This design comes from an exercise in tuning for small area, a short achievable clock period and few clock cycles per item on the open sky130 flow, not from production work. In this exercise RTL edits were held to simulation tests only and were not proved equivalent to the original. Power is estimated from default activity; no workload was simulated.

## flow/design.v (module list and top-level ports; edited modules follow where they fit)
// module Ascii2Nt: 21 lines
// module Nt2Param: 19 lines
// module DP_BRAM: 65 lines
// module DIR_MEM: 28 lines
// module mux_1OfN: 25 lines
// module GACTX_NWPE: 350 lines
// module GACTX_BTLogic: 235 lines
// module GACTX_ArrayTop: 950 lines
// module gactx_tile: 67 lines
module gactx_tile (
    input         clk,
    input         rst,
    input         start,
    input  [155:0] in_param,
    input         reverse_ref_in,
    input         reverse_query_in,
    input         complement_ref_in,
    input         complement_query_in,
    input  [3:0]  ref_length,
    input  [3:0]  query_length,
    output [3:0]  ref_bram_rd_addr,
    input  [7:0]  ref_bram_data_in,
    output [3:0]  query_bram_rd_addr,
    input  [7:0]  query_bram_data_in,
    input  [11:0] y_in,
    input         start_last,
    output [11:0] max_score,
    output [3:0]  H_offset,
    input  [3:0]  max_H_offset,
    output [3:0]  V_offset,
    input  [3:0]  max_V_offset,
    output [3:0]  ref_max_score_pos,
    output [3:0]  query_max_score_pos,
    output [7:0]  num_tb_steps,
    output [1:0]  dir,
    output        dir_valid,
    output        done
);
  // ...
==> flow/flow/run.sh <==
#!/bin/bash
set -euo pipefail
bash standard.sh SETUP_SLACK_MARGIN=5.8 finish > flow_make.log 2>&1
==> flow/standard.sh <==
#!/bin/bash
# synth_recipe.tcl (not shown) runs the flow's synth.tcl, then flattens the netlist and writes it again
# the make line also repeats each setting of config.mk as NAME=value (left out here)
make -C /OpenROAD-flow-scripts/flow DESIGN_CONFIG=/design/flow/config.mk WORK_HOME=/design/flow/orfs CLKGATE_MAP_FILE= SYNTH_SCRIPT=/design/flow/synth_recipe.tcl "${@:-finish}"
==> flow/config.mk <==
export PLATFORM = sky130hd
export DESIGN_NAME = gactx_tile
export DESIGN_NICKNAME = gactx_tile
export VERILOG_FILES = /design/flow/design.v
export SDC_FILE = /design/flow/constraint.sdc
export NUM_CORES = 4
export LEC_CHECK = 0
export ABC_CLOCK_PERIOD_IN_PS = 4000
export CAP_MARGIN = 20
export CORE_MARGIN = 2
export CORE_UTILIZATION = 65
export SLEW_MARGIN = 20
==> flow/constraint.sdc <==
create_clock -name core_clock -period 10.0 [get_ports {clk}]
set_input_delay 2.0000 -clock core_clock [delete_from_list [all_inputs] [get_ports {clk}]]
set_output_delay 2.0000 -clock core_clock [all_outputs]
set_load 0.01 [all_outputs]
==> results.tsv, run 1 <==
metric	value	unit
status	complete, no violations	
worst_path_max_delay_cell	edfxtp_1	
fin_ws	4.751	ns
synthTopCellsByArea	dfxtp_1 22%, edfxtp_1 21%, ha_1 8.4%	
die_h	446.7	um
power_frac_clock	21.7	%
busiest_layer	met2	
grtUsageMet2	66.19	%
path_depth	21	
hold_violations	0	
clk_pin_slew_worst_paths	0.06	ns
cpPeakStageDelay	0.49	ns
antenna_cells	16	
crit_type	flop to flop	
synth_compound_area_share	15.19	%
cp-endpoint	u_array.pe_gen[1].inst_nwpe.V[8]	
dpl.hpwl	296200	um
overflow	0	
cp-startpoint	u_array.pe_gen[1].inst_nwpe.Mg[8]	
rsz0062_at_grt	yes	
synth_fa_ha_area_share	8.948	%
multi_input_cells	9173	
clkCellAreaFrac	5.462	%
remaining_drc_errors	0	
synth_top_cell_area_share	21.70	%
ys_ff_latch	2253	
nets	14410	
Testbench counts, summed over its fixed seeds: cycles 13,695, tiles 192.
==> module DIR_MEM, before the edit <==
module DIR_MEM #(
  parameter ADDR_WIDTH = 6,
  parameter USED = 2**ADDR_WIDTH
)(
  input clk,
  input rst,
  input [ADDR_WIDTH-1:0] waddr,
  input wr_en,
  input [3:0] data_in,
  input [ADDR_WIDTH-1:0] raddr_a,
  input [ADDR_WIDTH-1:0] raddr_b,
  output [1:0] data_a,
  output [1:0] data_b);
  reg [4*USED-1:0] mem;
  genvar g;
  generate
  for (g = 0; g < USED; g = g + 1) begin : entry
      always @(posedge clk) begin
          if (rst)
              mem[g*4 +: 4] <= 4'b0;
          else if (wr_en == 1 && waddr == g)
              mem[g*4 +: 4] <= data_in;
      end
  end
  endgenerate
  assign data_a = (raddr_a < USED) ? mem[raddr_a*4+2 +: 2] : 2'b0;
  assign data_b = (raddr_b < USED) ? mem[raddr_b*4 +: 2] : 2'b0;
endmodule
==> module GACTX_ArrayTop, before the edit <==
module GACTX_ArrayTop #(
    parameter NUM_PE = 32,
    parameter LOG_NUM_PE = 5,
    parameter REF_LEN_WIDTH = 10,
    parameter QUERY_LEN_WIDTH = 10,
    parameter PE_WIDTH = 8,
    parameter PARAM_ADDR_WIDTH = 10,
    parameter BT_BRAM_ADDR_WIDTH = 22 - LOG_NUM_PE
)(
    input  clk,         
    input  rst,        
    input start,
    input [13*PE_WIDTH-1:0] in_param,
    input reverse_ref_in,
    input reverse_query_in,
    input complement_ref_in,
    input complement_query_in,
    input [REF_LEN_WIDTH-1:0] ref_length,
    input [QUERY_LEN_WIDTH-1:0] query_length,
    output reg [REF_LEN_WIDTH-1:0] ref_bram_rd_addr, 
    input [7:0] ref_bram_data_in,
    output reg [PARAM_ADDR_WIDTH-1:0] query_bram_rd_addr,
    input [7:0] query_bram_data_in,
    input [PE_WIDTH-1:0] y_in, 
    input start_last,
    output reg [PE_WIDTH-1:0] max_score,
    output [REF_LEN_WIDTH-1:0] H_offset,
    input [REF_LEN_WIDTH-1:0] max_H_offset,
    output [QUERY_LEN_WIDTH-1:0] V_offset,
    input [QUERY_LEN_WIDTH-1:0] max_V_offset,
    output reg [REF_LEN_WIDTH-1:0] ref_max_score_pos,
    output reg [QUERY_LEN_WIDTH-1:0] query_max_score_pos,
    output [(REF_LEN_WIDTH + (QUERY_LEN_WIDTH - LOG_NUM_PE))+LOG_NUM_PE-1:0] num_tb_steps,
    output wire [1:0] dir,
    output wire dir_valid,
    output done);
    localparam PARAM_WIDTH = 4 * PE_WIDTH;
    localparam V_FIFO_DEPTH_WIDTH = REF_LEN_WIDTH;
    localparam M_FIFO_DEPTH_WIDTH = REF_LEN_WIDTH;
    localparam F_FIFO_DEPTH_WIDTH = REF_LEN_WIDTH;
    reg first_query_block;
    reg global_max_fifo_rd_en;
    reg [NUM_PE-1:0] set_param;
    reg [NUM_PE-1:0] last;
    wire [PARAM_WIDTH-1:0] param;
    wire [PARAM_WIDTH-1:0] param_out;
    reg [REF_LEN_WIDTH-1:0] curr_ref_len;
    reg [QUERY_LEN_WIDTH-1:0] curr_query_len;
    reg reverse_query, reverse_ref;
    reg complement_query, complement_ref;
    reg rst_pe[NUM_PE-1:0];
    reg [3:0] state;
    reg prev_continue;
    always @(posedge clk) prev_continue <= (state == STREAM_CONTINUE);
    wire [3:0] ref_nt; 
    wire [3:0] query_nt; 
    wire [4*NUM_PE-1:0] select_dir_data_in;
    wire [PE_WIDTH-1:0] sub_A_in;
    wire [PE_WIDTH-1:0] sub_C_in;
    wire [PE_WIDTH-1:0] sub_G_in;
    wire [PE_WIDTH-1:0] sub_T_in;
    reg [PE_WIDTH-1:0] sub_N_in;
    wire [PE_WIDTH-1:0] y; 
    wire [PE_WIDTH-1:0] F_in[0:NUM_PE-1];
    wire [2:0] T_in[0:NUM_PE-1];
    wire [2:0] T_nxt[0:NUM_PE-1];
    wire [2:0] T_nxt_out[0:NUM_PE-1];
    wire [PE_WIDTH-1:0] Fg_out[0:NUM_PE-1];
    wire [PE_WIDTH-1:0] Mg_out[0:NUM_PE-1];
    wire [PE_WIDTH-1:0] V_in[0:NUM_PE-1];
    wire [PE_WIDTH-1:0] M_in[0:NUM_PE-1];
    wire [PE_WIDTH-1:0] E_in[0:NUM_PE-1];
    wire [PE_WIDTH-1:0] F_out[0:NUM_PE-1];
    wire [2:0] T_out[0:NUM_PE-1];
    wire [PE_WIDTH-1:0] V_out[0:NUM_PE-1];
    wire [PE_WIDTH-1:0] M_out[0:NUM_PE-1];
    wire [PE_WIDTH-1:0] E_out[0:NUM_PE-1];
    reg [PE_WIDTH-1:0] reg_init_V;
    reg [PE_WIDTH-1:0] reg_init_V_m_go;
    reg [PE_WIDTH-1:0] reg_init_V_m_ge;
    reg [PE_WIDTH-1:0] c00_m_go, c00_p_go, c00_p_ge;
    always @(posedge clk) begin
        c00_m_go <= ((2'b11) << (PE_WIDTH-2)) - gap_open;
        c00_p_go <= ((2'b11) << (PE_WIDTH-2)) + gap_open;
        c00_p_ge <= ((2'b11) << (PE_WIDTH-2)) + gap_extend;
    end
    wire [PE_WIDTH-1:0] init_V_m_go = (start_pos == 0) ? reg_init_V_m_go : c00_m_go;
    wire [PE_WIDTH-1:0] init_V_m_ge = reg_init_V_m_ge;
    wire [PE_WIDTH-1:0] init_V;
    wire [PE_WIDTH-1:0] init_M;
    wire [PE_WIDTH-1:0] init_E;
    wire [3:0] pe_dir [0:NUM_PE-1];
    wire [BT_BRAM_ADDR_WIDTH-1:0] pe_dir_addr [0:NUM_PE-1];
    wire [BT_BRAM_ADDR_WIDTH-1:0] bt_current_addr [0:NUM_PE-1];
    wire pe_dir_valid [0:NUM_PE-1];
    wire pe_dir_valid_y_drop [0:NUM_PE-1];
    wire init_in [0:NUM_PE-1];
    wire init_out [0:NUM_PE-1];
    wire start_transmit_out [0:NUM_PE-1];
    wire start_transmit_in [0:NUM_PE-1];
    wire [BT_BRAM_ADDR_WIDTH-1:0] max_ref_pos_in [0:NUM_PE-1];
    wire [BT_BRAM_ADDR_WIDTH-1:0] max_ref_pos_out [0:NUM_PE-1];
    wire [BT_BRAM_ADDR_WIDTH-1:0] max_ref_mod_in [0:NUM_PE-1];
    wire [BT_BRAM_ADDR_WIDTH-1:0] max_ref_mod_out [0:NUM_PE-1];
    wire [LOG_NUM_PE-1:0] max_query_pos_in [0:NUM_PE-1];
    wire [LOG_NUM_PE-1:0] max_query_pos_out [0:NUM_PE-1];
    wire [QUERY_LEN_WIDTH-1:0] max_query_mod_in [0:NUM_PE-1];
    wire [QUERY_LEN_WIDTH-1:0] max_query_mod_out [0:NUM_PE-1];
    wire [QUERY_LEN_WIDTH-1:0] max_stripe_num_out [0:NUM_PE-1];
    wire [QUERY_LEN_WIDTH-1:0] max_stripe_num_in [0:NUM_PE-1];
    wire [1:0] max_pe_state_in [0:NUM_PE-1];
    wire [PE_WIDTH-1:0] cm_V_next [0:NUM_PE-1];
    wire [BT_BRAM_ADDR_WIDTH-1:0] cm_ref_pos_next [0:NUM_PE-1];
    wire [BT_BRAM_ADDR_WIDTH-1:0] cm_ref_mod_next [0:NUM_PE-1];
    wire [LOG_NUM_PE-1:0] cm_query_pos_next [0:NUM_PE-1];
    wire [QUERY_LEN_WIDTH-1:0] cm_query_mod_next [0:NUM_PE-1];
    wire [1:0] cm_pe_state_next [0:NUM_PE-1];
    wire [QUERY_LEN_WIDTH-1:0] cm_stripe_num_next [0:NUM_PE-1];
    wire [1:0] max_pe_state_out [0:NUM_PE-1];
    wire max_with_y_out [0:NUM_PE-1];
    wire [PE_WIDTH-1:0] global_max_in [0:NUM_PE-1];
    wire [PE_WIDTH-1:0] global_max_out [0:NUM_PE-1];
    wire compute_global_max_in [0:NUM_PE-1];
    wire compute_global_max_out [0:NUM_PE-1];
    wire compute_max_in [0:NUM_PE-1];
    wire compute_max_out [0:NUM_PE-1];
    wire last_in [0:NUM_PE-1];
    wire last_out [0:NUM_PE-1];
    wire stall;
    wire [BT_BRAM_ADDR_WIDTH-1:0] bt_bram_addr[0:NUM_PE-1];
    wire [3:0] bt_bram_data_out[0:NUM_PE-1];
    wire V_intern_fifo_wr_en;
    wire [PE_WIDTH-1:0] V_intern_fifo_wr_data_in;
    wire [PE_WIDTH-1:0] V_intern_fifo_rd_data_out;
    wire F_intern_fifo_wr_en;
    wire [PE_WIDTH-1:0] F_intern_fifo_wr_data_in;
    wire [PE_WIDTH-1:0] F_intern_fifo_rd_data_out;
    wire E_intern_fifo_wr_en;
    wire [PE_WIDTH-1:0] E_intern_fifo_wr_data_in;
    wire [PE_WIDTH-1:0] E_intern_fifo_rd_data_out;
    wire M_intern_fifo_wr_en;
    wire [PE_WIDTH-1:0] M_intern_fifo_wr_data_in;
    wire [PE_WIDTH-1:0] M_intern_fifo_rd_data_out;
    wire bt_logic_start;
    wire [BT_BRAM_ADDR_WIDTH-1:0] bt_logic_max_score_addr;
    wire [BT_BRAM_ADDR_WIDTH-1:0] bt_logic_max_score_mod_addr;
    wire [LOG_NUM_PE-1:0] bt_logic_max_score_pe;
    wire [1:0] bt_logic_max_score_pe_state;
    wire [3:0] bt_logic_input_dir;
    wire [3:0] bt_logic_input_dir_diag;
    wire [BT_BRAM_ADDR_WIDTH-1:0] bt_logic_next_addr;
    wire [BT_BRAM_ADDR_WIDTH-1:0] bt_logic_next_addr_diag;
    wire [LOG_NUM_PE-1:0] bt_logic_next_pe;
    wire [LOG_NUM_PE-1:0] bt_logic_next_pe_diag;
    wire bt_logic_addr_valid;
    wire [BT_BRAM_ADDR_WIDTH-1:0] bt_logic_next_addr_wrap;
    wire [1:0] bt_logic_dir_out;
    wire [REF_LEN_WIDTH-1:0] bt_logic_H_offset;
    wire [REF_LEN_WIDTH-1:0] bt_logic_V_offset;
    wire bt_logic_dir_valid;
    wire bt_logic_done;
    reg [REF_LEN_WIDTH-1:0] bt_ref_length;
    wire[BT_BRAM_ADDR_WIDTH+LOG_NUM_PE-1:0] bt_logic_num_tb_steps;
    wire [REF_LEN_WIDTH-1:0] bt_start_pos;
    wire [2*REF_LEN_WIDTH-1:0] start_pos_tab;
    wire [2*REF_LEN_WIDTH-1:0] stop_pos_tab;
    reg [2*BT_BRAM_ADDR_WIDTH-1:0] bt_off1_tab;
    reg [2*BT_BRAM_ADDR_WIDTH-1:0] bt_off2_tab;
    reg [2*REF_LEN_WIDTH-1:0] bt_stop_tab;
    integer ti;
    always @(posedge clk) begin
        for (ti = 0; ti < 2; ti = ti + 1) begin
            bt_off1_tab[ti*BT_BRAM_ADDR_WIDTH +: BT_BRAM_ADDR_WIDTH] <= {{(BT_BRAM_ADDR_WIDTH-REF_LEN_WIDTH){1'b0}}, start_pos_tab[ti*REF_LEN_WIDTH +: REF_LEN_WIDTH]} - stop_pos_tab[ti*REF_LEN_WIDTH +: REF_LEN_WIDTH] - 1;
            bt_off2_tab[ti*BT_BRAM_ADDR_WIDTH +: BT_BRAM_ADDR_WIDTH] <= {{(BT_BRAM_ADDR_WIDTH-REF_LEN_WIDTH){1'b0}}, start_pos_tab[ti*REF_LEN_WIDTH +: REF_LEN_WIDTH]} - stop_pos_tab[ti*REF_LEN_WIDTH +: REF_LEN_WIDTH] - 2;
        end
        bt_stop_tab <= stop_pos_tab;
    end
    wire [REF_LEN_WIDTH-1:0] bt_next_stop_pos;
    wire [QUERY_LEN_WIDTH-1:0] bt_max_stripe_num;
    wire [REF_LEN_WIDTH-1:0] bt_start_pos_addr;
    wire [REF_LEN_WIDTH-1:0] bt_next_stop_pos_addr;
    wire start_final;
    wire stop_final;
    wire stop;
    wire [QUERY_LEN_WIDTH-1:0] rd_start_pos_counter;
    wire [QUERY_LEN_WIDTH-1:0] wr_start_pos_counter;
    wire wr_start_pos_en;
    wire [REF_LEN_WIDTH-1:0] start_pos_in;
    wire [REF_LEN_WIDTH-1:0] start_pos_out;
    reg [REF_LEN_WIDTH-1:0] start_pos_in_reg;
    reg wr_start_pos_en_reg;
    reg state_wr_en_reg;
    reg [QUERY_LEN_WIDTH-1:0] wr_start_pos_counter_reg;
    wire [QUERY_LEN_WIDTH-1:0] rd_stop_pos_counter;
    wire [QUERY_LEN_WIDTH-1:0] wr_stop_pos_counter;
    wire wr_stop_pos_en;
    wire [REF_LEN_WIDTH-1:0] stop_pos_in;
    wire [REF_LEN_WIDTH-1:0] stop_pos_out;
    reg [REF_LEN_WIDTH-1:0] stop_pos_in_reg;
    reg wr_stop_pos_en_reg;
    reg [QUERY_LEN_WIDTH-1:0] wr_stop_pos_counter_reg;
    reg max_val_for_stop[NUM_PE-1:0];
    reg [PE_WIDTH-1:0] global_max;  
    reg [PE_WIDTH-1:0] reg_y;  
    reg [PE_WIDTH-1:0] global_max_in_0;
    reg [PE_WIDTH-1:0] F_in_0;
    reg [PE_WIDTH-1:0] E_in_0;
    reg [PE_WIDTH-1:0] V_in_0;
    reg [PE_WIDTH-1:0] M_in_0;
    reg [PE_WIDTH-1:0] Mg_in_0;
    reg [PE_WIDTH-1:0] Fg_in_0;
    reg [3:0] T_in_0;
    reg last_query_sent;
    reg init_in_0;
    reg delayed_init_in_0;
    reg delayed_compute_global_max_in_0;
    reg compute_max_in_0;
    reg compute_global_max_in_0;
    reg first_start;
    reg first_element_first_query_block;
    reg [PE_WIDTH-1:0] gap_open;
    reg [PE_WIDTH-1:0] gap_extend;
    reg [1:0]first_element_start; 
    reg [REF_LEN_WIDTH-1:0] first_pe_counter;
    wire [PE_WIDTH-1:0] max_with_y;
    reg stop_prev;
    wire [REF_LEN_WIDTH-1:0] start_pos_pe [NUM_PE-1:0];
    wire [REF_LEN_WIDTH-1:0] V_dpbram_waddr;  
    wire [REF_LEN_WIDTH-1:0] F_dpbram_waddr;  
    wire [REF_LEN_WIDTH-1:0] E_dpbram_waddr;  
    wire [REF_LEN_WIDTH-1:0] M_dpbram_waddr;  
    reg [REF_LEN_WIDTH-1:0] start_pos;
    reg [REF_LEN_WIDTH-1:0] prev_start_pos;
    reg [REF_LEN_WIDTH-1:0] stop_pos;
    reg start_done;
    reg stop_done;
    reg [BT_BRAM_ADDR_WIDTH-1:0] current_position;
    Ascii2Nt ref_ascii2nt
    (
        .ascii(ref_bram_data_in),
        .complement(complement_ref),
        .nt(ref_nt)
    );
    Ascii2Nt query_ascii2nt (
        .ascii(query_bram_data_in),
        .complement(complement_query),
        .nt(query_nt)
    );
    Nt2Param #(
        .PE_WIDTH(PE_WIDTH)
    ) query_nt2param (
        .nt(query_nt),
        .in_param(in_param),
        .out_param(param_out)
    );
    genvar k;
    integer t;
    localparam WAIT=0, READ_PARAM_FIFO=1, SET_PARAM=2, STREAM_REF_START=3, STREAM_REF=4, STREAM_REF_STOP=5, STREAM_CONTINUE=6, STREAM_REF_DONE=7, COMPUTE_MAX_START=8, COMPUTE_MAX_WAIT=9, BT_START=10, BT_WAIT=11, DONE=12;
    generate
        genvar k1;
        genvar k2;
        for (k1=0;k1<LOG_NUM_PE;k1=k1+1) begin: gen_levels
            for (k2=0;k2 < 2**(LOG_NUM_PE - k1 -1); k2=k2+1) begin: gen_nodes
                wire in1;
                wire in2;
                wire out;
                if(k1 == 0) begin
                    assign in1 = max_with_y_out[k2*2];
                    assign in2 = max_with_y_out[k2*2 + 1];
                end
                else begin
                    assign in1 = gen_levels[k1-1].gen_nodes[k2*2].out;
                    assign in2 = gen_levels[k1-1].gen_nodes[k2*2+1].out;
                end
                assign out = in1 | in2;
            end
        end
        assign stop = gen_levels[LOG_NUM_PE-1].gen_nodes[0].out;
    endgenerate
    assign dir = bt_logic_dir_out; 
    assign dir_valid = bt_logic_dir_valid;
    assign param = (curr_query_len > query_length) ? 0 : param_out;
    assign done = (state == BT_WAIT) && bt_logic_done;
    assign H_offset = bt_logic_H_offset;
    assign V_offset = bt_logic_V_offset;
    assign num_tb_steps = bt_logic_num_tb_steps;
    assign init_V = (start_pos == 0) ? reg_init_V : ((2'b11) << (PE_WIDTH-2));  
    assign init_M = ((2'b11) << (PE_WIDTH-2));
    assign y = y_in;
    reg [PE_WIDTH-1:0] max_with_y_r;
    always @(posedge clk) max_with_y_r <= global_max_out[NUM_PE-1] - y_in;
    assign max_with_y = max_with_y_r;
    assign start_final = ~stop_prev & stop;
    assign stop_final = stop_prev & ~stop;
    always@(posedge clk) begin
        if(stop == 1 || stop == 0) begin
            stop_prev<=stop;
        end
        else begin  
            stop_prev <= 0;
        end
    end
    always@(posedge clk) begin 
        reg_y <= y_in;
        global_max <= global_max_out[NUM_PE-1];
        if(rst) begin
            start_pos <=0;
            start_pos_in_reg <= 0;
            stop_pos <= ref_length;
            start_done <= 0;
            stop_done <= 1;
        end
        else begin
            if(state == WAIT) begin
                start_pos <=0;
                start_pos_in_reg <= 0;
                stop_pos <= ref_length;
            end
            else if(state == STREAM_REF || state == STREAM_CONTINUE) begin
                if((first_query_block && (start_pos_pe[0]-1)==0) || (~first_query_block && ((start_final == 1 && stop_done == 1) || (init_out[0]==1 && stop ==1 && stop_done==1 && start_pos_pe[0]-1 >=start_pos && start_pos_pe[0]-1 <= stop_pos)))) begin
                    start_pos <= start_pos_pe[0]-1;
                    start_pos_in_reg <= start_pos_pe[0]-1;
                    wr_start_pos_en_reg <= 1;
                    stop_done <= 0;
                    start_done <= 1;
                end
                else begin
                    if(start_done==1) begin
                        if(stop_final==1 &&(first_query_block || start_pos_pe[0]>=stop_pos+1)) begin
                            stop_pos <= start_pos_pe[0]-1;
                            stop_pos_in_reg <= start_pos_pe[0]-1;
                            wr_stop_pos_en_reg <= 1;
                            stop_done <= 1;
                            start_done <= 0;
                        end
                        else if(stop==0 && start_pos_pe[0]-1>=stop_pos) begin
                            stop_pos <= start_pos_pe[0]-1;
                            stop_pos_in_reg <= start_pos_pe[0]-1;
                            wr_stop_pos_en_reg <= 1;
                            stop_done <= 1;
                            start_done <= 0;
                        end
                        else if(start_pos_pe[0] >= ref_length) begin
                            stop_pos <= ref_length -1;
                            stop_pos_in_reg <= ref_length-1;
                            wr_stop_pos_en_reg <= 1;
                            stop_done <= 1;
                            start_done <= 0;
                        end
                    end
                    else begin
                        wr_start_pos_en_reg <= 0;
                        wr_stop_pos_en_reg <= 0;
                    end
                end
            end
        end
    end
    always @(posedge clk) begin
      if (rst) begin
          set_param <= 0;
          last <= 0;
          first_query_block <= 1'b0;
          first_element_first_query_block <= 1'b0;
          curr_query_len <= 0;
          init_in_0 <= 0;
          compute_global_max_in_0 <= 0;
          wr_start_pos_counter_reg <= 0;
          wr_stop_pos_counter_reg <= 0;
          ref_max_score_pos <=0;
          query_max_score_pos <= 0;
          ref_bram_rd_addr <= 0;
          query_bram_rd_addr <= 0;
      end
      else begin
          delayed_init_in_0 <= init_in_0;
          delayed_compute_global_max_in_0 <= compute_global_max_in_0;
          case(state)
              WAIT: begin
                  bt_ref_length <= ref_length;
                  reverse_query <= reverse_query_in;
                  reverse_ref <= reverse_ref_in;
                  complement_query <= complement_query_in;
                  complement_ref <= complement_ref_in;
                  sub_N_in <= in_param[3*PE_WIDTH-1-:PE_WIDTH];
                  gap_open <= in_param[2*PE_WIDTH-1-:PE_WIDTH];
                  gap_extend <= in_param[PE_WIDTH-1:0];
                  first_query_block <= 1'b1;
                  first_start <= 1'b0;
                  last_query_sent <= 0;
                  ref_max_score_pos <=0;
                  query_max_score_pos <= 0;
                  if (start) begin
                      wr_start_pos_counter_reg <= 0;
                      wr_stop_pos_counter_reg <= 0;
                      prev_start_pos <= 0;
                      if (reverse_query_in) begin
                          query_bram_rd_addr <= query_length - 1;
                      end
                      else begin
                          query_bram_rd_addr <= 0;
                      end
                      reg_init_V <= in_param[2*PE_WIDTH-1-:PE_WIDTH];
                      reg_init_V_m_go <= 0;
                      reg_init_V_m_ge <= in_param[2*PE_WIDTH-1-:PE_WIDTH] - in_param[PE_WIDTH-1:0];
                      current_position <= 0;
                  end
              end
              READ_PARAM_FIFO: begin
                  wr_start_pos_counter_reg <= 0;
                  wr_stop_pos_counter_reg <= 0;
                  prev_start_pos <= 0;
                  if (reverse_query) begin
                      query_bram_rd_addr <= query_length - 1;
                  end
                  else begin
                      query_bram_rd_addr <= 0;
                  end
                  reg_init_V <= gap_open;
                  reg_init_V_m_go <= 0;
                  reg_init_V_m_ge <= gap_open - gap_extend;
                  if(first_query_block == 1) begin
                      current_position <= 0;
                  end
              end
              SET_PARAM: begin
                  if (reverse_query) begin
                      query_bram_rd_addr <= query_bram_rd_addr - 1;
                  end
                  else begin
                      query_bram_rd_addr <= query_bram_rd_addr + 1;
                  end
                  curr_query_len <= curr_query_len + 1;
                  if (curr_query_len == query_length) begin
                      last_query_sent <= 1;
                  end
                  if (set_param == 0) begin
                      state_wr_en_reg <= 1;
                      set_param <= 1;
                      if ((start_last == 1'b1) && (curr_query_len + 1 == query_length)) begin
                          last <= 1;
                      end
                      else begin
                          last <= 0;
                      end
                  end
                  else begin
                      state_wr_en_reg <= 0;
                      prev_start_pos <= start_pos;
                      set_param <= (set_param << 1);
                      reg_init_V <= reg_init_V + gap_extend;
                  reg_init_V_m_go <= reg_init_V_m_go + gap_extend;
                  reg_init_V_m_ge <= reg_init_V_m_ge + gap_extend;
                      if ((start_last == 1'b1) && (curr_query_len + 1 == query_length)) begin
                          last <= (set_param << 1);
                      end
                      else begin
                          last <= 0;
                      end
                  end
              end
              STREAM_REF_START: begin
                  first_element_start <= 2'd2;
                  set_param <= 0;
                  last <= 0;
                  curr_ref_len <= start_pos +1;
                  if (reverse_ref) begin
                      ref_bram_rd_addr <= ref_length - 1 - start_pos;
                  end
                  else begin
                      ref_bram_rd_addr <= start_pos;
                  end
                  global_max_fifo_rd_en <= 1;
                  first_pe_counter <= start_pos;
              end
              STREAM_REF: begin
                  init_in_0 <= 1;
                  compute_global_max_in_0 <= 1;
                  curr_ref_len <= curr_ref_len + 1;
                  if(first_element_start == 2'd2) begin
                      first_element_start <= 2'd1;
                      first_element_first_query_block <=1;
                  end
                  else if(first_element_start== 2'd1)begin
                      first_element_start <= 0;
                      first_element_first_query_block <= 0;
                  end
                  else begin
                      first_start <= 1'b0;
                      first_element_first_query_block <= 0;
                  end
                  if (reverse_ref) begin
                      ref_bram_rd_addr <= ref_bram_rd_addr - 1;
                  end
                  else begin
                      ref_bram_rd_addr <= ref_bram_rd_addr + 1;
                  end
                  first_pe_counter <= first_pe_counter + 1;
              end
              STREAM_CONTINUE: begin
                  init_in_0 <= 0;              
                  first_query_block <= 0;
                  first_pe_counter <= first_pe_counter + 1;
              end
              STREAM_REF_STOP: begin
                  init_in_0 <= 0;              
                  compute_global_max_in_0 <= 0;
                  first_query_block <= 0;
                  current_position <= current_position + stop_pos - prev_start_pos + 1;
                  wr_start_pos_counter_reg <= wr_start_pos_counter_reg +1;
                  wr_stop_pos_counter_reg <= wr_stop_pos_counter_reg +1;
                  reg_init_V <= reg_init_V + gap_extend;
                  reg_init_V_m_go <= reg_init_V_m_go + gap_extend;
                  reg_init_V_m_ge <= reg_init_V_m_ge + gap_extend;
              end
              COMPUTE_MAX_WAIT: if (compute_max_out[NUM_PE-2] == 1'b1) begin
                  max_score <= cm_V_next[NUM_PE-1];
                  ref_max_score_pos <= cm_ref_mod_next[NUM_PE-1];
                  query_max_score_pos <= (cm_query_mod_next[NUM_PE-1] << LOG_NUM_PE) + cm_query_pos_next[NUM_PE-1];
              end
          endcase
      end
  end
  assign stall = 0;
  genvar j;
  assign {sub_A_in, sub_C_in, sub_G_in, sub_T_in} = param;
  assign init_E = ((2'b11) << (PE_WIDTH-2));  
  assign compute_max_in[0] = compute_max_in_0;
  assign last_in[0] = 0;
  assign max_ref_pos_in[0] = 0;
  assign max_ref_mod_in[0] = 0;
  assign max_query_pos_in[0] = 0;
  assign max_query_mod_in[0] = 0;
  assign max_pe_state_in[0] = 0;
  assign max_stripe_num_in[0] = 0;
  assign E_in[0] = E_in_0;
  assign F_in[0] = Fg_in_0;
  assign V_in[0] = V_in_0;
  assign M_in[0] = Mg_in_0;
  assign T_in[0] = T_in_0; 
  assign T_nxt[0] = rst ? 3'd0 : ref_nt[2:0];
  assign init_in[0] = delayed_init_in_0; 
  assign compute_global_max_in[0] = delayed_compute_global_max_in_0;
  assign global_max_in[0] = global_max_in_0;
  always @(posedge clk) begin
      if (rst) begin
          E_in_0 <= 0;
          F_in_0 <= 0;
          Fg_in_0 <= 0 + gap_extend;
          T_in_0 <= 0;
          compute_max_in_0 <= 0;
      end
      else begin          
          if(first_query_block) begin
              E_in_0 <= (2'b11) << (PE_WIDTH-2);
              F_in_0 <= (2'b11) << (PE_WIDTH-2);
              Fg_in_0 <= ((2'b11) << (PE_WIDTH-2)) + gap_extend;
              M_in_0 <= (2'b11) << (PE_WIDTH-2);
              Mg_in_0 <= ((2'b11) << (PE_WIDTH-2)) + gap_open;
              global_max_in_0 <= 0;
              if(state == STREAM_REF_START || state == WAIT || state == READ_PARAM_FIFO || state == SET_PARAM || first_element_start==2'd2) begin
                  V_in_0 <= 0;
              end
              else begin
                  if(first_element_first_query_block == 1'b1) begin
                      V_in_0 <= V_in_0 + gap_open;
                  end
                  else begin
                      V_in_0 <= V_in_0 + gap_extend;
                  end
              end
          end
          else if(state == COMPUTE_MAX_START) begin
              E_in_0 <= E_intern_fifo_rd_data_out;
              F_in_0 <= F_intern_fifo_rd_data_out;
              Fg_in_0 <= F_intern_fifo_rd_data_out + gap_extend;
              V_in_0 <= 0;
              global_max_in_0 <= 0;
          end
          else begin
              if(first_pe_counter < stop_pos+2) begin
                  E_in_0 <= E_intern_fifo_rd_data_out;
                  F_in_0 <= F_intern_fifo_rd_data_out;
                  Fg_in_0 <= F_intern_fifo_rd_data_out + gap_extend;
                  V_in_0 <= V_intern_fifo_rd_data_out;
                  M_in_0 <= M_intern_fifo_rd_data_out;
                  Mg_in_0 <= M_intern_fifo_rd_data_out + gap_open;
              end
              else begin
                  E_in_0 <= ((2'b11) << (PE_WIDTH-2));
                  F_in_0 <= ((2'b11) << (PE_WIDTH-2));
                  Fg_in_0 <= ((2'b11) << (PE_WIDTH-2)) + gap_extend;
                  V_in_0 <= ((2'b11) << (PE_WIDTH-2));
                  M_in_0 <= ((2'b11) << (PE_WIDTH-2));
                  Mg_in_0 <= ((2'b11) << (PE_WIDTH-2)) + gap_open;
              end
          end
          T_in_0 <= ref_nt; 
          compute_max_in_0 <= (state == COMPUTE_MAX_START);
      end
  end
  generate
  for (j = 0; j < NUM_PE; j = j+1)
  begin: rst_pe_gen
      always @(posedge clk) begin
          if (rst) begin
              rst_pe[j] <= 1;
          end
          else begin
              rst_pe[j] <= 0;
          end
      end
  end
  endgenerate
  generate
  for (j = 1; j < NUM_PE; j=j+1) 
  begin:systolic_connections
      assign F_in[j] = Fg_out[j-1]; 
      assign E_in[j] = E_out[j-1]; 
      assign M_in[j] = Mg_out[j-1]; 
      assign T_in[j] = T_out[j-1]; 
      assign T_nxt[j] = T_nxt_out[j-1];
      assign V_in[j] = V_out[j-1]; 
      assign compute_global_max_in[j] = compute_global_max_out[j-1];
      assign compute_max_in[j] = compute_max_out[j-1];
      assign last_in[j] = last_out[j-1];
      assign max_ref_pos_in[j] = max_ref_pos_out[j-1];
      assign max_ref_mod_in[j] = max_ref_mod_out[j-1];
      assign max_query_pos_in[j] = max_query_pos_out[j-1]; 
      assign max_query_mod_in[j] = max_query_mod_out[j-1]; 
      assign max_pe_state_in[j] = max_pe_state_out[j-1];
      assign max_stripe_num_in[j] = max_stripe_num_out[j-1];
      assign init_in[j] = init_out[j-1];
      assign global_max_in[j] = global_max_out[j-1];
  end
  endgenerate
  generate
  for (k = 0; k < NUM_PE; k = k + 1) 
  begin:pe_gen 
  GACTX_NWPE #(
          .WIDTH(PE_WIDTH),
          .REF_WIDTH(REF_LEN_WIDTH),
          .BT_BRAM_ADDR_WIDTH(BT_BRAM_ADDR_WIDTH),
          .QUERY_LEN_WIDTH(QUERY_LEN_WIDTH),
          .LOG_NUM_PE(LOG_NUM_PE),
          .PE_ID(k)
      ) inst_nwpe (
          .clk (clk),
          .rst (rst_pe[k]),
          .in_param (in_param),
          .q_nt_in (query_nt),
          .q_zero_in (curr_query_len > query_length),
          .gap_extend_in (gap_extend),
          .gap_open_in (gap_open),
          .y_in(reg_y),
          .set_param (set_param[k]),
          .start_increment(pe_dir_valid_y_drop[k]),
          .E_in (E_in[k]),
          .F_in (F_in[k]),
          .T_in (T_in[k]),
          .T_nxt (T_nxt[k]),
          .T_nxt_out (T_nxt_out[k]),
          .Fg_out (Fg_out[k]),
          .Mg_out (Mg_out[k]),
          .V_in (V_in[k]),
          .M_in (M_in[k]),
          .init_E (init_E),
          .init_V (init_V),
          .init_M (init_M),
          .init_in (init_in[k]),
          .start_transmit_in(start_transmit_in[k]),
          .start_transmit_out(start_transmit_out[k]),
          .start_final(start_final),
          .max_stripe_num_in(max_stripe_num_in[k]),
          .max_stripe_num_out(max_stripe_num_out[k]),
          .cm_V_next(cm_V_next[k]),
          .cm_ref_pos_next(cm_ref_pos_next[k]),
          .cm_ref_mod_next(cm_ref_mod_next[k]),
          .cm_query_pos_next(cm_query_pos_next[k]),
          .cm_query_mod_next(cm_query_mod_next[k]),
          .cm_pe_state_next(cm_pe_state_next[k]),
          .cm_stripe_num_next(cm_stripe_num_next[k]),
          .max_ref_pos_in (max_ref_pos_in[k]),
          .max_ref_mod_in (max_ref_mod_in[k]),
          .max_query_pos_in (max_query_pos_in[k]),
          .max_query_mod_in (max_query_mod_in[k]),
          .max_pe_state_in (max_pe_state_in[k]),
          .compute_max_in(compute_max_in[k]),
          .last (last[k]),
          .last_in (last_in[k]),
          .global_max_in (global_max_in[k]),
          .max_with_y(max_with_y),
          .compute_global_max_in (compute_global_max_in[k]),
          .start_pos(start_pos),
          .stop_pos(stop_pos),
          .ref_length(ref_length),
          .query_length(query_length),
          .current_position(current_position),
          .global_max_out (global_max_out[k]),
          .max_ref_pos_out (max_ref_pos_out[k]),
          .max_ref_mod_out (max_ref_mod_out[k]),
          .max_query_pos_out (max_query_pos_out[k]),
          .max_query_mod_out (max_query_mod_out[k]),
          .max_pe_state_out (max_pe_state_out[k]),
          .last_query_sent(last_query_sent),
          .compute_max_out(compute_max_out[k]),
          .compute_global_max_out (compute_global_max_out[k]),
          .last_out (last_out[k]),
          .E_out (E_out[k]),
          .F_out (F_out[k]),
          .T_out (T_out[k]),
          .V_out (V_out[k]),
          .M_out (M_out[k]),
          .init_out (init_out[k]),
          .dir_addr (pe_dir_addr[k]),
          .dir_valid (pe_dir_valid[k]),
          .dir (pe_dir[k]),
          .max_with_y_out(max_with_y_out[k]),
          .curr_ref_mod(start_pos_pe[k])
      );
  end
  endgenerate
  generate
  for (k = 0; k < NUM_PE; k = k + 1) 
  begin:bram_dir_gen
      assign pe_dir_valid_y_drop[k] = pe_dir_valid[k] & ((k==0) ? start_transmit_in[1] : start_transmit_out[k]);
  end
  endgenerate
  generate
  for (j = 2; j < NUM_PE; j=j+1) 
  begin:systolic_transmit_connections
      assign start_transmit_in[j] = start_transmit_out[j-1];
  end
  endgenerate
  generate
    assign start_transmit_in[1] = ((first_query_block && (start_pos_pe[0]-1)==0) || (~first_query_block && ((start_final == 1 && stop_done == 1 && start_pos_pe[0]-1 < stop_pos+1) || (init_out[0]==1 && stop ==1 && stop_done==1 && start_pos_pe[0]-1 >=start_pos && start_pos_pe[0]-1<=stop_pos)))) | start_done;
  endgenerate
  wire [1:0] bt_rd_a [0:NUM_PE-1];
  wire [1:0] bt_rd_b [0:NUM_PE-1];
  generate
  for (k = 0; k < NUM_PE; k = k + 1) 
  begin:bram_gen
      DIR_MEM #(
          .ADDR_WIDTH(BT_BRAM_ADDR_WIDTH),
          .USED(48)  
      ) bt_dp_bram (
      .clk(clk),
      .rst(rst),
      .waddr(pe_dir_addr[k]),
      .wr_en(pe_dir_valid[k]),
      .data_in(pe_dir[k]),
      .raddr_a(bt_logic_next_addr),
      .raddr_b((k == NUM_PE-1) ? bt_logic_next_addr_wrap : (bt_logic_next_addr - 1'b1)),
      .data_a(bt_rd_a[k]),
      .data_b(bt_rd_b[k]));
  end
  endgenerate
  assign bt_logic_input_dir = {bt_rd_a[bt_logic_next_pe], 2'b00};
  assign bt_logic_input_dir_diag = {2'b00, bt_rd_b[bt_logic_next_pe_diag]};
  assign wr_start_pos_en = wr_start_pos_en_reg | state_wr_en_reg;
  assign start_pos_in  = start_pos_in_reg;
  assign wr_start_pos_counter = wr_start_pos_counter_reg;
  DP_BRAM #(
      .ADDR_WIDTH(REF_LEN_WIDTH),
      .DATA_WIDTH(REF_LEN_WIDTH),
      .ASYNC_READ(1),
      .USED(2)  
  ) start_pos_dpbram
  (
      .clk(clk),
      .rst(rst),
      .raddr(bt_start_pos_addr),
      .waddr(wr_start_pos_counter),
      .wr_en(wr_start_pos_en),
      .data_in(start_pos_in),
      .data_out(bt_start_pos),
      .contents(start_pos_tab)
  );
  assign wr_stop_pos_en = wr_stop_pos_en_reg | state_wr_en_reg;
  assign stop_pos_in  = stop_pos_in_reg;
  assign wr_stop_pos_counter = wr_stop_pos_counter_reg;
  DP_BRAM #(
      .ADDR_WIDTH(REF_LEN_WIDTH),
      .DATA_WIDTH(REF_LEN_WIDTH),
      .ASYNC_READ(1),
      .USED(2)  
  ) stop_pos_dpbram
  (
      .clk(clk),
      .rst(rst),
      .raddr(bt_next_stop_pos_addr),
      .waddr(wr_stop_pos_counter),
      .wr_en(wr_stop_pos_en),
      .data_in(stop_pos_in),
      .data_out(bt_next_stop_pos),
      .contents(stop_pos_tab)
  );
  assign V_intern_fifo_wr_en = init_out[NUM_PE-1];
  assign V_intern_fifo_wr_data_in = V_out[NUM_PE-1];
  assign V_dpbram_waddr = start_pos_pe[NUM_PE-1]-1;
  assign M_intern_fifo_wr_data_in = M_out[NUM_PE-1];
  assign F_intern_fifo_wr_data_in = F_out[NUM_PE-1];
  DP_BRAM #(
      .ADDR_WIDTH(REF_LEN_WIDTH),
      .DATA_WIDTH(3*PE_WIDTH),
      .USED(15),  
      .VALID_BITS(1)
  ) VMF_dpbram
  (
      .clk(clk),
      .rst(rst),
      .raddr(first_pe_counter),
      .waddr(V_dpbram_waddr),
      .wr_en(V_intern_fifo_wr_en),
      .data_in({V_intern_fifo_wr_data_in, M_intern_fifo_wr_data_in, F_intern_fifo_wr_data_in}),
      .data_out({V_intern_fifo_rd_data_out, M_intern_fifo_rd_data_out, F_intern_fifo_rd_data_out}),
      .contents()
  );
  assign E_intern_fifo_rd_data_out = {PE_WIDTH{1'b0}};
  assign bt_logic_start = (state == COMPUTE_MAX_WAIT) && (compute_max_out[NUM_PE-2] == 1'b1);
  assign bt_logic_max_score_addr = cm_ref_pos_next[NUM_PE-1];
  assign bt_logic_max_score_mod_addr = cm_ref_mod_next[NUM_PE-1];
  assign bt_logic_max_score_pe = cm_query_pos_next[NUM_PE-1];
  assign bt_logic_max_score_pe_state = cm_pe_state_next[NUM_PE-1];
  assign bt_max_stripe_num = cm_stripe_num_next[NUM_PE-1];
  GACTX_BTLogic #(
      .ADDR_WIDTH(BT_BRAM_ADDR_WIDTH),
      .REF_LEN_WIDTH(REF_LEN_WIDTH),
      .LOG_NUM_PE(LOG_NUM_PE)
  ) inst_bt_logic (
      .clk(clk),
      .rst(rst),
      .start(bt_logic_start),
      .ref_length(bt_ref_length),
      .max_score_addr(bt_logic_max_score_addr),
      .max_score_mod_addr(bt_logic_max_score_mod_addr),
      .max_score_pe(bt_logic_max_score_pe),
      .max_score_pe_state(bt_logic_max_score_pe_state),
      .input_dir(bt_logic_input_dir),
      .input_dir_diag(bt_logic_input_dir_diag),
      .off1_tab(bt_off1_tab),
      .off2_tab(bt_off2_tab),
      .stop_tab(bt_stop_tab),
      .max_stripe_num(bt_max_stripe_num),
      .next_addr(bt_logic_next_addr),
      .next_pe(bt_logic_next_pe),
      .next_addr_diag(bt_logic_next_addr_diag),
      .next_addr_wrap(bt_logic_next_addr_wrap),
      .next_pe_diag(bt_logic_next_pe_diag),
      .addr_valid(bt_logic_addr_valid),
      .dir(bt_logic_dir_out),
      .dir_valid(bt_logic_dir_valid),
      .H_offset(bt_logic_H_offset),
      .max_H_offset(max_H_offset),
      .V_offset(bt_logic_V_offset),
      .max_V_offset(max_V_offset),
      .num_tb_steps(bt_logic_num_tb_steps),
      .done(bt_logic_done)
  );
  always @(posedge clk) begin
      if(rst) begin
          state <= WAIT;
      end
      else begin
          case (state)
              WAIT: begin
                  if (start) begin
                      state <= SET_PARAM;
                  end
              end
              READ_PARAM_FIFO: begin
                  state <= SET_PARAM;
              end
              SET_PARAM: begin
                  if (set_param[NUM_PE-2] == 1) begin
                      state <= STREAM_REF_START;
                  end
              end
              STREAM_REF_START: begin
                  state <= STREAM_REF;
              end
              STREAM_REF: begin
                  if(start_done==1) begin
                      if(stop_final==1 &&(first_query_block || start_pos_pe[0]-1>=stop_pos)) begin
                          state <= STREAM_REF_STOP;
                      end
                      else if(stop==0 && start_pos_pe[0]-1>=stop_pos) begin
                          state <= STREAM_REF_STOP;
                      end
                      else if(start_pos_pe[0] >= ref_length) begin
                          state <= STREAM_REF_STOP;
                      end
                      else if (curr_ref_len >= ref_length) begin
                          state <= STREAM_CONTINUE;
                      end
                  end
                  else if(curr_ref_len >= ref_length && stop_done==1) begin
                      state <= STREAM_REF_STOP;
                  end
              end
              STREAM_CONTINUE: begin
                  if(start_done==1) begin
                      if(stop_final==1 &&(first_query_block || start_pos_pe[0]-1>=stop_pos)) begin
                          state <= STREAM_REF_STOP;
                      end
                      else if(stop==0 && start_pos_pe[0]-1>=stop_pos) begin
                          state <= STREAM_REF_STOP;
                      end
                      else if(start_pos_pe[0] >= ref_length) begin
                          state <= STREAM_REF_STOP;
                      end
                  end
              end
              STREAM_REF_STOP: begin
                  if (curr_query_len >= query_length) begin
                      if (prev_continue)
                          state <= COMPUTE_MAX_START;
                      else
                          state <= STREAM_REF_DONE;
                  end
                  else begin
                      state <= SET_PARAM;
                  end
              end
              STREAM_REF_DONE: begin
                  state <= COMPUTE_MAX_START;
              end
              COMPUTE_MAX_START: begin
                  state <= COMPUTE_MAX_WAIT;
              end
              COMPUTE_MAX_WAIT: begin
                  if (compute_max_out[NUM_PE-2] == 1'b1) begin
                      state <= BT_WAIT;
                  end
              end
              BT_START: begin
                  state <= BT_WAIT;
              end
              BT_WAIT: begin
                  if (bt_logic_done) begin
                      state <= WAIT;
                  end
              end
              DONE: begin
                  state <= WAIT;
              end
          endcase
      end
  end
endmodule
==> inputs of run 2 (changes only) <==
--- a/flow/design.v
+++ b/flow/design.v
@@ -118,12 +118,11 @@
   output [1:0] data_b);
   reg [4*USED-1:0] mem;
+  wire [3:0] wdata = rst ? 4'b0 : data_in;
   genvar g;
   generate
   for (g = 0; g < USED; g = g + 1) begin : entry
       always @(posedge clk) begin
-          if (rst)
-              mem[g*4 +: 4] <= 4'b0;
-          else if (wr_en == 1 && waddr == g)
-              mem[g*4 +: 4] <= data_in;
+          if (rst || (wr_en == 1 && waddr == g))
+              mem[g*4 +: 4] <= wdata;
       end
   end
@@ -796,4 +795,20 @@
     reg prev_continue;
     always @(posedge clk) prev_continue <= (state == STREAM_CONTINUE);
+    reg [1:0] cont_cnt;
+    always @(posedge clk) begin
+        if (rst || state == STREAM_REF)
+            cont_cnt <= 0;
+        else if (state == STREAM_CONTINUE && cont_cnt != 2'd3)
+            cont_cnt <= cont_cnt + 1'b1;
+    end
+    wire last_stripe_end = (state == STREAM_REF_STOP) && (curr_query_len >= query_length);
+    wire cms_in_stop = last_stripe_end && (cont_cnt >= 2'd2);
+    wire sp0_in_stop = (state == STREAM_REF_STOP) && !(curr_query_len >= query_length) && (cont_cnt == 2'd3);
+    wire cont_end = (start_done == 1) &&
+                    ((stop_final == 1 && (first_query_block || start_pos_pe[0]-1 >= stop_pos)) ||
+                     (stop == 0 && start_pos_pe[0]-1 >= stop_pos) ||
+                     (start_pos_pe[0] >= ref_length));
+    wire cms_in_cont = (state == STREAM_CONTINUE) && (curr_query_len >= query_length) && (cont_cnt >= 2'd2) && cont_end;
+    wire cms_now = (state == COMPUTE_MAX_START) || cms_in_stop || cms_in_cont;
     wire [3:0] ref_nt; 
     wire [3:0] query_nt; 
@@ -1245,4 +1260,6 @@
                   first_query_block <= 0;
                   first_pe_counter <= first_pe_counter + 1;
+                  if (cms_in_cont)
+                      compute_global_max_in_0 <= 0;
               end
               STREAM_REF_STOP: begin
@@ -1256,4 +1273,24 @@
                   reg_init_V_m_go <= reg_init_V_m_go + gap_extend;
                   reg_init_V_m_ge <= reg_init_V_m_ge + gap_extend;
+                  if (sp0_in_stop) begin
+                      if (reverse_query) begin
+                          query_bram_rd_addr <= query_bram_rd_addr - 1;
+                      end
+                      else begin
+                          query_bram_rd_addr <= query_bram_rd_addr + 1;
+                      end
+                      curr_query_len <= curr_query_len + 1;
+                      if (curr_query_len == query_length) begin
+                          last_query_sent <= 1;
+                      end
+                      state_wr_en_reg <= 1;
+                      set_param <= 1;
+                      if ((start_last == 1'b1) && (curr_query_len + 1 == query_length)) begin
+                          last <= 1;
+                      end
+                      else begin
+                          last <= 0;
+                      end
+                  end
               end
               COMPUTE_MAX_WAIT: if (compute_max_out[NUM_PE-2] == 1'b1) begin
@@ -1314,5 +1351,5 @@
               end
           end
-          else if(state == COMPUTE_MAX_START) begin
+          else if(cms_now) begin
               E_in_0 <= E_intern_fifo_rd_data_out;
               F_in_0 <= F_intern_fifo_rd_data_out;
@@ -1340,5 +1377,5 @@
           end
           T_in_0 <= ref_nt; 
-          compute_max_in_0 <= (state == COMPUTE_MAX_START);
+          compute_max_in_0 <= cms_now;
       end
   end
@@ -1643,5 +1680,8 @@
               end
               STREAM_CONTINUE: begin
-                  if(start_done==1) begin
+                  if (cms_in_cont) begin
+                      state <= COMPUTE_MAX_WAIT;
+                  end
+                  else if(start_done==1) begin
                       if(stop_final==1 &&(first_query_block || start_pos_pe[0]-1>=stop_pos)) begin
                           state <= STREAM_REF_STOP;
@@ -1657,5 +1697,7 @@
               STREAM_REF_STOP: begin
                   if (curr_query_len >= query_length) begin
-                      if (prev_continue)
+                      if (cms_in_stop)
+                          state <= COMPUTE_MAX_WAIT;
+                      else if (prev_continue)
                           state <= COMPUTE_MAX_START;
                       else
--- a/flow/config.mk
+++ b/flow/config.mk
@@ -6,7 +6,6 @@
 export NUM_CORES = 4
 export LEC_CHECK = 0
-export ABC_CLOCK_PERIOD_IN_PS = 4000
 export CAP_MARGIN = 20
 export CORE_MARGIN = 2
-export CORE_UTILIZATION = 65
+export CORE_UTILIZATION = 55
 export SLEW_MARGIN = 20
==> results.tsv, run 2 <==
metric	value	unit	change
startpoint_type	flop		unchanged
ir_worst_vdd	589.4	uV	was 485.8 uV
port_buffers	253		unchanged
hold_start	u_array.stop_pos_dpbram.mem[5]		was u_array.stop_pos_dpbram.mem[6]
synth_edf_count	1640		was 872
synth.most_common_cell	edfxtp_1		was dfxtp_1
power	43.85	mW	was 42.28 mW
tightestPinTransition	1.293	ns	was 1.431 ns
clk_pin_slew_worst_paths	0.06	ns	about the same
internal_power	26.70	mW	was 24.94 mW
antenna_found_initial	33		was 22
dpl.hpwl	291500	um	was 296200 um
yosysWarnings	17		unchanged
yosysUniqueCellTypes	101		was 98
fin_tns_setup	0	ns	unchanged
finalSetupViolations	0		unchanged
cts_inserted_buffers	233		was 227
grt_pass1_vias	91670		was 105700
synthCells	10860		was 13000
power_frac_comb	51.1	%	was 51.2%
via_per_inst	6.484		was 6.873
period_share	47.12	%	was 52.49%
p_sw_share	39.10	%	was 41.01%
worst-r2r-cell-count	25		was 21
place_area	131100	um2	was 132900 um2
avgSynthCellArea	11.44	um2	was 9.799 um2
min_to	u_array.bt_stop_tab[5]		was u_array.bt_stop_tab[6]
max_freq	212.2	MHz	was 190.5 MHz
finalCriticalPeriod	4.712	ns	was 5.249 ns
drive_gt1_share	20.60	%	was 16.34%
fillers	16960		was 12740
drtIter0Drc	10860		was 15910
grt_usage	36.07	%	was 43.62%
clock_skew	0.09480	ns	was 0.09644 ns
postLayoutCellArea	147900	um2	was 148300 um2
nets	12580		was 14410
remaining_drc_errors	0		unchanged
overflow	0		unchanged
cp_max_fo	7		was 6
p_switching	17.14	mW	was 17.34 mW
layout_commonest_cell	edfxtp_1		was dfxtp_1
cts_tree	done		unchanged
cp.required	10.71	ns	was 10.70 ns
r2r_end	u_array.pe_gen[2].inst_nwpe.V[1]		was u_array.pe_gen[1].inst_nwpe.V[8]
clock_sinks	2255		was 2253
drt_wl_total	428100	um	was 460300 um
ys_ff_latch	2255		was 2253
rsz0062_at_grt	yes		unchanged
synth_ff_type	edfxtp_1		was dfxtp_1
dieArea	229800	um2	was 199600 um2
ant_nets	0		unchanged
htreeDepth	4		unchanged
dr.pass1.iters	10		was 9
maxSlewHeadroom	13.80	%	was 4.425%
multi_input_comb_area	62420	um2	was 71460 um2
grt_max_degree	99		was 225
power_density	296.5	nW/um2	was 285.1 nW/um2
grt_pass1_wl	611900	um	was 657600 um
clock_latency	0.93	ns	was 0.94 ns
synth_top_area_cell	edfxtp_1		was dfxtp_1
die-width	479.3	um	was 446.7 um
end_kind	flop		unchanged
ff_latch_area	61620	um2	was 53890 um2
hold_class	flop to flop		unchanged
netlist_area	124300	um2	was 127400 um2
syn_nets	11950		was 14090
area_growth	19.00	%	was 16.40%
r2r-start	u_array.pe_gen[2].inst_nwpe.Mg[5]		was u_array.pe_gen[1].inst_nwpe.Mg[8]
r2r_slack	5.29	ns	was 4.75 ns
worstPathArrival	5.42	ns	was 5.95 ns
synthArstFlopShare	0	%	unchanged
largest_register_ffs	768		unchanged
clock_path_buffers	3		unchanged
synth_common_cells	1640 x edfxtp_1, 847 x ha_1, 772 x nand2_1		was 1381 x dfxtp_1, 1188 x nand2_1, 1147 x nor2_1
rows	174		was 162
cap_viol_max_count	0		unchanged
p_leak	56.84	nW	was 56.49 nW
die_h	479.3	um	was 446.7 um
hold_violations	0		unchanged
gp_congestion	1.009		was 1.045
layout_common_cells	1640 x edfxtp_1, 774 x ha_1, 744 x nand2_1		was 1346 x dfxtp_1, 1158 x nand2_1, 1076 x nor2_1
start_util	55.31	%	was 65.41%
io_pins	256		unchanged
num_vias	95390		was 111100
whs	0.3988	ns	was 0.3778 ns
finalMaxSlewViolations	0		unchanged
core	224700	um2	was 194800 um2
cts-root-buf	clkbuf_16		unchanged
synthTopCellsByArea	edfxtp_1 40%, dfxtp_1 9.9%, ha_1 8.5%		was dfxtp_1 22%, edfxtp_1 21%, ha_1 8.4%
status	complete, no violations		unchanged
wl_per_cell	29.10	um	was 28.48 um
regMostFlops	u_array.bram_gen.bt_dp_bram.mem		unchanged
seq_area_frac_synth	49.54	%	was 42.25%
reg_top3	u_array.bram_gen.bt_dp_bram.mem: 768 flops, u_array.VMF_dpbram.mem: 540 flops		unchanged
synth_top_cell_area_share	39.63	%	was 21.70%
p_seq_share	28.2	%	was 27.1%
hold_depth	0		unchanged
crit_type	flop to flop		unchanged
power_frac_clock	20.7	%	was 21.7%
run 2: what timing repair did:
action / 4_1_cts / 5_1_grt
gates resized for setup: 549 / 380
buffers inserted: 308 / 172
pin swaps: 269 / 266
hold buffers: 0 / 0
endpoints found under the setup margin: 274 / 236
gates cloned: 16 / 5
run 2: power groups by stage:
| stage | sequential, mW | clock (mW) | combinational (mW) |
|---|---|---|---|
| floorplan | 12.1 | 0 | 11.1 |
| global placement | 12.5 | 0 | 15.4 |
| detailed placement | 12.5 | 0 | 15.8 |
| CTS | 12.3 | 9.16 | 19.5 |
| global route | 12.4 | 9.54 | 23.7 |
| finish | 12.4 | 9.08 | 22.4 |
run 2: cell families after synthesis:
group	synth area share, %
DFF	49.54
muxes	11.32
AOI/OAI and AO/OA	14.44
and+or+nand+nor	8.592
buffers and inverters	4.056
adders and majority gates	9.093
xor gates and xnor gates	2.953
run 2: worst max-delay path by stage:
stage / from / to
5_1_grt: u_array.pe_gen[1].inst_nwpe.rew[1] / u_array.pe_gen[1].inst_nwpe.V[0]
4_1_cts: u_array.pe_gen[1].inst_nwpe.rew[1] / u_array.pe_gen[1].inst_nwpe.V[3]
3_3_place_gp: u_array.pe_gen[2].inst_nwpe.Mg[1] / u_array.pe_gen[3].inst_nwpe.V[10]
3_5_place_dp: u_array.pe_gen[2].inst_nwpe.Mg[1] / u_array.pe_gen[3].inst_nwpe.V[10]
2_1_floorplan: rst / u_array.VMF_dpbram.mem[144]
6_report: u_array.pe_gen[2].inst_nwpe.Mg[5] / u_array.pe_gen[2].inst_nwpe.V[1]
run 2: per-stage QoR:
stage,utilization [%],cells,setup slack [ns]
6_report,65.82,14710,5.288
4_1_cts,64.33,14520,5.374
3_5_place_dp,58.36,13750,3.830
5_1_grt,65.80,14700,5.146
3_3_place_gp,58.31,13740,3.967
2_1_floorplan,-,10860,5.422
run 2: area by class of cell:
class | instances | share of cell area (%)
well taps | 2992 | 2.532
diodes | 16 | 0.02708
flip-flops and latches | 2255 | 41.67
repair buffers | 1008 | 6.261
clock buffers | 316 | 4.401
inverters | 707 | 1.818
multi-input cells | 7287 | 42.21
clock inverters | 129 | 1.074
run 2: worst max-delay path: stages, from the launching register on:
cell	delay, ns
edfxtp_1	0.45
ha_4	0.29
a21oi_2	0.15
o21ai_1	0.10
a221oi_2	0.24
o211ai_1	0.14
o22ai_2	0.24
buf_6	0.16
buf_16	0.11
buf_4	0.10
buf_6	0.10
buf_6	0.12
mux2i_4	0.24
ha_1	0.25
and3_4	0.17
nand3_4	0.07
nor3_2	0.05
o32ai_2	0.36
mux2i_1	0.27
buf_4	0.19
buf_6	0.10
and2_4	0.21
nor2_4	0.06
buf_12	0.18
o211ai_1	0.10
a21oi_1	0.10
run 2: routing by layer:
metal	vias to the layer above	GRT usage, %	share of wire (%)	routed length [um]
li1	41930	-	-	-
met2	4874	55.71	45	191900
met5	-	0	0.036	153
met4	24	17.69	6.0	25510
met3	1142	7.142	9.4	40450
met1	47420	48.82	40	170100
Testbench counts of run 2, summed over its fixed seeds: cycles 13,033, tiles 192.

[afterwards: timing with drivers on the ports]
The flow's constraints put no driver on any port. The routed layouts listed below were extracted and timed again, unchanged, in two steps.
Step 1 (the two cells are an assumption about what drives the block):
set clk [get_ports {clk}]
set_driving_cell -lib_cell sky130_fd_sc_hd__clkbuf_16 $clk
set_driving_cell -lib_cell sky130_fd_sc_hd__buf_2 [delete_from_list [all_inputs] $clk]
Step 2 times the ports against the registers' clock, not the clock port: input delays grow and output delays shrink by t, the midpoint of the rising clock arrivals with the driver on.
Slacks: ideal / step 1 / step 2; pairs: ideal / step 1.
run	shift t [ns]	setup slack, ns	hold slack, ns	slew at the worst register clock pin (ns)	cell pins on the clock port's net
run 1	0.992	4.751 / 4.751 / 4.751	0.378 / 0.378 / 0.378	0.10 / 0.10	1
run 2	0.989	5.288 / 5.288 / 4.921	0.399 / 0.399 / 0.399	0.07 / 0.07	1
After both steps setup and hold are still met in every run listed. The setup slack of run 2, which loses most, moves by 0.000 ns with the drivers and by -0.367 ns with both steps.
